From an optimization exercise on the open Yosys and OpenROAD flow, aimed at small area; shortcuts taken in it are not production practice.

==> flow/design.v (excerpt) <==
module convolutional_layer_1 (
  input signed [7:0] in,
  input clk, en,
  output signed [191:0] out
);
Size: ~3800 cells after synthesis, ~200 I/O pins, about 0.074 mm2 of cells after synthesis.
Settings: LEC_CHECK=0, CAP_MARGIN=20, CORE_MARGIN=2, CORE_UTILIZATION=45, CTS_BUF_LIST=sky130_fd_sc_hd__clkbuf_16, CTS_CLUSTER_DIAMETER=100, CTS_CLUSTER_SIZE=25, SLEW_MARGIN=20, SYNTH_HIERARCHICAL=1, SYNTH_MINIMUM_KEEP_SIZE=0; clock period 18.0 ns.
run.sh (not shown) runs the stock make flow with config.mk's settings and CLKGATE_MAP_FILE= SYNTH_SCRIPT=/design/flow/synth_recipe.tcl, a recipe that flattens the netlist after the stock synthesis.
==> next run, changes <==
==> flow/flow/run.sh (new file) <==
#!/bin/bash
# Standard synthesis, then the standard layout with small port buffers.
set -e
bash standard.sh synth > synth.log 2>&1
bash standard.sh BUFFER_PORTS_ARGS="-buffer_cell sky130_fd_sc_hd__buf_2" finish > layout.log 2>&1
==> flow/standard.sh (new file) <==
#!/bin/bash
# synth_recipe.tcl (not shown) runs the flow's synth.tcl, then flattens the netlist and writes it again
# the make line also repeats each setting of config.mk as NAME=value (left out here)
make -C /OpenROAD-flow-scripts/flow DESIGN_CONFIG=/design/flow/config.mk WORK_HOME=/design/flow/orfs CLKGATE_MAP_FILE= SYNTH_SCRIPT=/design/flow/synth_recipe.tcl "${@:-finish}"
removed: flow/run.sh
Outcome: The new run completed with no timing, DRC or antenna violations; global-route usage fell by 0.51 points; first-iteration DRC count rose by 6.3%; via count barely changes; worst setup slack loses 0.018 ns; register-to-register slack loses 0.03 ns.
==> next run, changes <==
==> flow/run.sh (new file) <==
#!/bin/bash
# synth_recipe.tcl (not shown) runs the flow's synth.tcl, then flattens the netlist and writes it again
# the make line also repeats each setting of config.mk as NAME=value (left out here)
make -C /OpenROAD-flow-scripts/flow DESIGN_CONFIG=/design/flow/config.mk WORK_HOME=/design/flow/orfs CLKGATE_MAP_FILE= SYNTH_SCRIPT=/design/flow/synth_recipe.tcl finish
Settings changed: CORE_UTILIZATION 45 to 65.
removed: flow/flow/run.sh
removed: flow/standard.sh
After rerunning: The changed run reached the layout checks and failed them: negative setup slack; worst setup slack is worse by 0.33 ns; die area went down by 30%; area after synthesis does not change; flip-flop and latch count stays the same; routed wire length went down by about 1.3%; final cell count went down by 10%; worst hold slack is better by 0.020 ns; global-route usage went up by 15 points; final area barely changes.
==> next run, changes <==
==> flow/flow/run.sh (new file) <==
#!/bin/bash
# Standard layout, with the tools' output kept in this folder.
set -e
bash standard.sh > standard.log 2>&1
==> flow/standard.sh (new file) <==
#!/bin/bash
# synth_recipe.tcl (not shown) runs the flow's synth.tcl, then flattens the netlist and writes it again
# the make line also repeats each setting of config.mk as NAME=value (left out here)
make -C /OpenROAD-flow-scripts/flow DESIGN_CONFIG=/design/flow/config.mk WORK_HOME=/design/flow/orfs CLKGATE_MAP_FILE= SYNTH_SCRIPT=/design/flow/synth_recipe.tcl "${@:-finish}"
Settings changed: CORE_UTILIZATION 65 to 45.
removed: flow/run.sh
Now the flow passed the timing, DRC and antenna checks.
Clock-buffer cell count increases by 3.
Wire length goes up by a few percent.
Via count shrinks by a little under a tenth.
Global-route usage shrinks by 14 points.
Sequential share of layout area went down by 0.47 points.
Cell area climbs slightly.
==> next run, changes <==
==> flow/run.sh (new file) <==
#!/bin/bash
# synth_recipe.tcl (not shown) runs the flow's synth.tcl, then flattens the netlist and writes it again
# the make line also repeats each setting of config.mk as NAME=value (left out here)
make -C /OpenROAD-flow-scripts/flow DESIGN_CONFIG=/design/flow/config.mk WORK_HOME=/design/flow/orfs CLKGATE_MAP_FILE= SYNTH_SCRIPT=/design/flow/synth_recipe.tcl finish
Settings changed: CTS_BUF_LIST sky130_fd_sc_hd__clkbuf_16 to sky130_fd_sc_hd__clkbuf_8, CTS_CLUSTER_DIAMETER 100 to default, CTS_CLUSTER_SIZE 25 to default.
removed: flow/flow/run.sh
removed: flow/standard.sh
After rerunning:
- setup slack is worse by 0.0045 ns
- global-route usage rose by 0.54 points
- clock-buffer cell count grows by 121
- maximum frequency barely changes
- sequential cell count stays the same
- critical path depth goes down by 3
- non-clock buffer count climbs by 8
- die area stays the same
- synthesized cell count is unchanged
- cell area is higher by a few percent
==> next run, changes <==
==> flow/flow/run.sh (new file) <==
#!/bin/bash
# Standard synthesis, then the standard layout with small port buffers.
set -e
bash standard.sh synth > synth.log 2>&1
bash standard.sh BUFFER_PORTS_ARGS="-buffer_cell sky130_fd_sc_hd__buf_1" finish > layout.log 2>&1
==> flow/standard.sh (new file) <==
#!/bin/bash
# synth_recipe.tcl (not shown) runs the flow's synth.tcl, then flattens the netlist and writes it again
# the make line also repeats each setting of config.mk as NAME=value (left out here)
make -C /OpenROAD-flow-scripts/flow DESIGN_CONFIG=/design/flow/config.mk WORK_HOME=/design/flow/orfs CLKGATE_MAP_FILE= SYNTH_SCRIPT=/design/flow/synth_recipe.tcl "${@:-finish}"
Settings changed: CTS_BUF_LIST sky130_fd_sc_hd__clkbuf_8 to sky130_fd_sc_hd__clkbuf_16, CTS_CLUSTER_DIAMETER from default to 100, CTS_CLUSTER_SIZE from default to 30.
removed: flow/run.sh
The new run completed with no timing, DRC or antenna violations.
Setup slack got worse by 0.0061 ns.
First-iteration DRC count came out higher by a little under a tenth.
Utilization went down by 1.9 points.
Sequential cell count does not change.
Wire length goes down slightly.
Hold slack gets better by 0.067 ns.
Function was not checked in any run of this note: the RTL went through the layout flow alone.

========
Another version of the RTL of convolutional_layer_1 (not shown whole).
Size in the first run: about 4700 cells after synthesis, ~1100 flip-flops, about 200 I/O pins, ~70000 µm² of cells after synthesis.
Settings: LEC_CHECK=0, CAP_MARGIN=20, CORE_MARGIN=2, CORE_UTILIZATION=55, CTS_BUF_LIST=sky130_fd_sc_hd__clkbuf_16, CTS_CLUSTER_DIAMETER=100, CTS_CLUSTER_SIZE=25, SLEW_MARGIN=20, SYNTH_HIERARCHICAL=1, SYNTH_MINIMUM_KEEP_SIZE=0; clock period 18.0 ns.
standard.sh (not shown) runs the stock make flow with config.mk's settings and CLKGATE_MAP_FILE= SYNTH_SCRIPT=/design/flow/synth_recipe.tcl, a recipe that flattens the netlist after the stock synthesis.
==> flow/flow/run.sh <==
#!/bin/bash
# Standard synthesis and layout with small port buffers; after placement the constant
# output ports of each map share one tie cell.
set -e
bash standard.sh synth > synth.log 2>&1
bash standard.sh BUFFER_PORTS_ARGS="-buffer_cell sky130_fd_sc_hd__buf_1" GPL_KEEP_OVERFLOW=0 place > place.log 2>&1
ODB=orfs/results/sky130hd/convolutional_layer_1/base/3_place.odb openroad -no_init -exit flow/merge_ties.tcl > merge_ties.log 2>&1
bash standard.sh BUFFER_PORTS_ARGS="-buffer_cell sky130_fd_sc_hd__buf_1" GPL_KEEP_OVERFLOW=0 finish > layout.log 2>&1
==> flow/flow/merge_ties.tcl <==
# Let one tie cell drive all the constant output ports of a map instead of one tie cell each.
read_db $::env(ODB)
set block [[[ord::get_db] getChip] getBlock]
array set keep {}
set removed 0
foreach inst [$block getInsts] {
  if {[[$inst getMaster] getName] ne "sky130_fd_sc_hd__conb_1"} { continue }
  set net "NULL"
  set pin ""
  foreach it [$inst getITerms] {
    set n [$it getNet]
    if {$n ne "NULL" && [[$it getMTerm] getName] in {LO HI}} { set net $n; set pin [[$it getMTerm] getName] }
  }
  if {$net eq "NULL"} { continue }
  set bts [$net getBTerms]
  if {[llength $bts] != 1 || [llength [$net getITerms]] != 1} { continue }
  set name [[lindex $bts 0] getName]
  if {![regexp {^out\[(\d+)\]$} $name -> idx]} { continue }
  set key "$pin[expr {$idx / 32}]"
  if {![info exists keep($key)]} { set keep($key) $net; continue }
  set bt [lindex $bts 0]
  $bt disconnect
  $bt connect $keep($key)
  odb::dbInst_destroy $inst
  odb::dbNet_destroy $net
  incr removed
}
puts "merge_ties: removed $removed tie cells"
write_db $::env(ODB)
The first run finished clean.
Then changed:
==> flow/flow/run.sh (replaced) <==
#!/bin/bash
# Standard synthesis and layout with small port buffers; after placement the constant
# output ports of each map share one tie cell.
set -e
bash standard.sh synth > synth.log 2>&1
bash standard.sh BUFFER_PORTS_ARGS="-buffer_cell sky130_fd_sc_hd__buf_1" place > place.log 2>&1
ODB=orfs/results/sky130hd/convolutional_layer_1/base/3_place.odb openroad -no_init -exit flow/merge_ties.tcl > merge_ties.log 2>&1
bash standard.sh BUFFER_PORTS_ARGS="-buffer_cell sky130_fd_sc_hd__buf_1" finish > layout.log 2>&1
=> Design area went up slightly. Register-to-register slack barely changes. Wire length rises slightly. Clock skew goes up by 0.0090 ns. Utilization rises by 0.72 points. Die area does not change. Global-route usage climbs by 0.35 points. Clock-buffer cell count is unchanged. Setup slack gains 0.29 ns. Flip-flop and latch count is unchanged.
No run of this note included a check of the RTL's function; only the layout flow was run.

========
## run 1
convolutional_layer_1 with an RTL version that a note above also has.
Size in the first run: roughly 3,800 cells after synthesis, roughly 200 I/O pins.
Settings: LEC_CHECK=0, CAP_MARGIN=20, CORE_MARGIN=2, CORE_UTILIZATION=45, CTS_BUF_LIST=sky130_fd_sc_hd__clkbuf_16, CTS_CLUSTER_DIAMETER=150, CTS_CLUSTER_SIZE=30, SLEW_MARGIN=20, SYNTH_HIERARCHICAL=1, SYNTH_MINIMUM_KEEP_SIZE=0; clock period 18.0 ns.
run.sh (not shown) runs the stock make flow with config.mk's settings and CLKGATE_MAP_FILE= SYNTH_SCRIPT=/design/flow/synth_recipe.tcl, a recipe that flattens the netlist after the stock synthesis.
Stock flow here: none of the scripts above is used.
diff inputs: run 1 => run 2
Settings: CTS_BUF_LIST removed (was sky130_fd_sc_hd__clkbuf_16); CTS_CLUSTER_SIZE removed (was 30); CTS_CLUSTER_DIAMETER removed (was 150).
[compare] base=run 1 new=run 2: setup slack +0.019 ns, maximum clock frequency essentially unchanged, wire length per cell fell by about 1.6%, routing usage on met2 climbed 0.70 points.
Run 2 finished all stages; the layout is clean.
Setup changes, run 2 to run 3
Settings: an added CTS_CLUSTER_SIZE of 30; an added CTS_BUF_LIST of sky130_fd_sc_hd__clkbuf_4.
Notes after the runs:
Comparing run 3 against run 2, there is no change at all in number of instances in the placed design. Per the comparison of run 3 with run 2, total setup buffers inserted after CTS rose 35; path depth of the worst reg2reg path fell 1. The higher final cell count came out of run 3. Of run 2 and run 3, the higher wire length of the first global-routing pass belongs to run 3.
Edits applied to the flow inputs when going from run 3 to run 4:
Settings: CTS_CLUSTER_DIAMETER: unset -> 100; GPL_TIMING_DRIVEN: unset -> 0; CTS_BUF_LIST: sky130_fd_sc_hd__clkbuf_4 -> sky130_fd_sc_hd__clkbuf_16; CTS_CLUSTER_SIZE: 30 -> 25.
==> flow/flow/run.sh (new file) <==
#!/bin/bash
# Standard synthesis, then the standard layout with small port buffers.
set -e
bash standard.sh synth > synth.log 2>&1
bash standard.sh BUFFER_PORTS_ARGS="-buffer_cell sky130_fd_sc_hd__buf_2" finish > layout.log 2>&1
==> flow/standard.sh (new file) <==
#!/bin/bash
# synth_recipe.tcl (not shown) runs the flow's synth.tcl, then flattens the netlist and writes it again
# the make line also repeats each setting of config.mk as NAME=value (left out here)
make -C /OpenROAD-flow-scripts/flow DESIGN_CONFIG=/design/flow/config.mk WORK_HOME=/design/flow/orfs CLKGATE_MAP_FILE= SYNTH_SCRIPT=/design/flow/synth_recipe.tcl "${@:-finish}"
removed: flow/run.sh
Notes after the runs:
Delta (run 4 minus run 3): proportion of register bits with asynchronous set or reset after synthesis closely matched the old numbers; area growth from synthesis to final layout decreased by 2.9 points relative to the old numbers; placement-stage worst setup slack decreased by 0.51 ns relative to the old numbers; number of antenna violations at the first check in global routing decreased by 7 relative to the old numbers.
No run of this note included a check of the RTL's function; only the layout flow was run.

==> re-timing with driven ports <==
Ports are ideal in the flow. The routed layouts listed here were re-timed in OpenROAD. Step 1 assumes that a clkbuf_16 drives the clock port and a buf_2 every other input. Step 2 adds t to the input delays and takes it off the output delays; t is the mean of the earliest and latest rising clock arrival at the registers after step 1. Input paths then give back, and output paths get back, about the clock's delay inside the block. Slacks: no drivers / after step 1 / after step 2; pairs: no drivers / after step 1.
run	t (ns)	setup slack, ns	hold WS [ns]	latest minus earliest clock arrival (ns)	worst slew at a driven data input, ns
the first run of note 1	0.789	0.319 / 0.233 / 1.022	0.406 / 0.406 / 0.406	0.052 / 0.053	0.06
the second run of note 1	0.800	0.301 / 0.216 / 1.017	0.378 / 0.378 / 0.378	0.061 / 0.061	0.05
the third run of note 1	0.791	-0.029 / -0.112 / 0.680	0.398 / 0.398 / 0.398	0.061 / 0.061	0.06
the fourth run of note 1	0.789	0.319 / 0.233 / 1.022	0.406 / 0.406 / 0.406	0.052 / 0.053	0.06
the fifth run of note 1	0.960	0.315 / 0.235 / 1.195	0.344 / 0.344 / 0.344	0.116 / 0.117	0.06
the sixth run of note 1	0.780	0.309 / 0.220 / 1.000	0.411 / 0.411 / 0.411	0.061 / 0.062	0.07
the first run of note 2	0.764	0.426 / 0.347 / 1.111	0.482 / 0.482 / 0.482	0.041 / 0.041	0.04
the second run of note 2	0.760	0.712 / 0.635 / 1.395	0.459 / 0.459 / 0.459	0.063 / 0.063	0.03
run 1	0.778	0.320 / 0.234 / 1.013	0.374 / 0.374 / 0.374	0.072 / 0.073	0.06
run 2	0.812	0.340 / 0.258 / 1.071	0.379 / 0.379 / 0.379	0.060 / 0.059	0.06
run 3	1.220	0.376 / 0.299 / 1.519	0.339 / 0.339 / 0.339	0.152 / 0.152	0.06
run 4	0.787	0.238 / 0.155 / 0.943	0.402 / 0.402 / 0.402	0.061 / 0.061	0.06
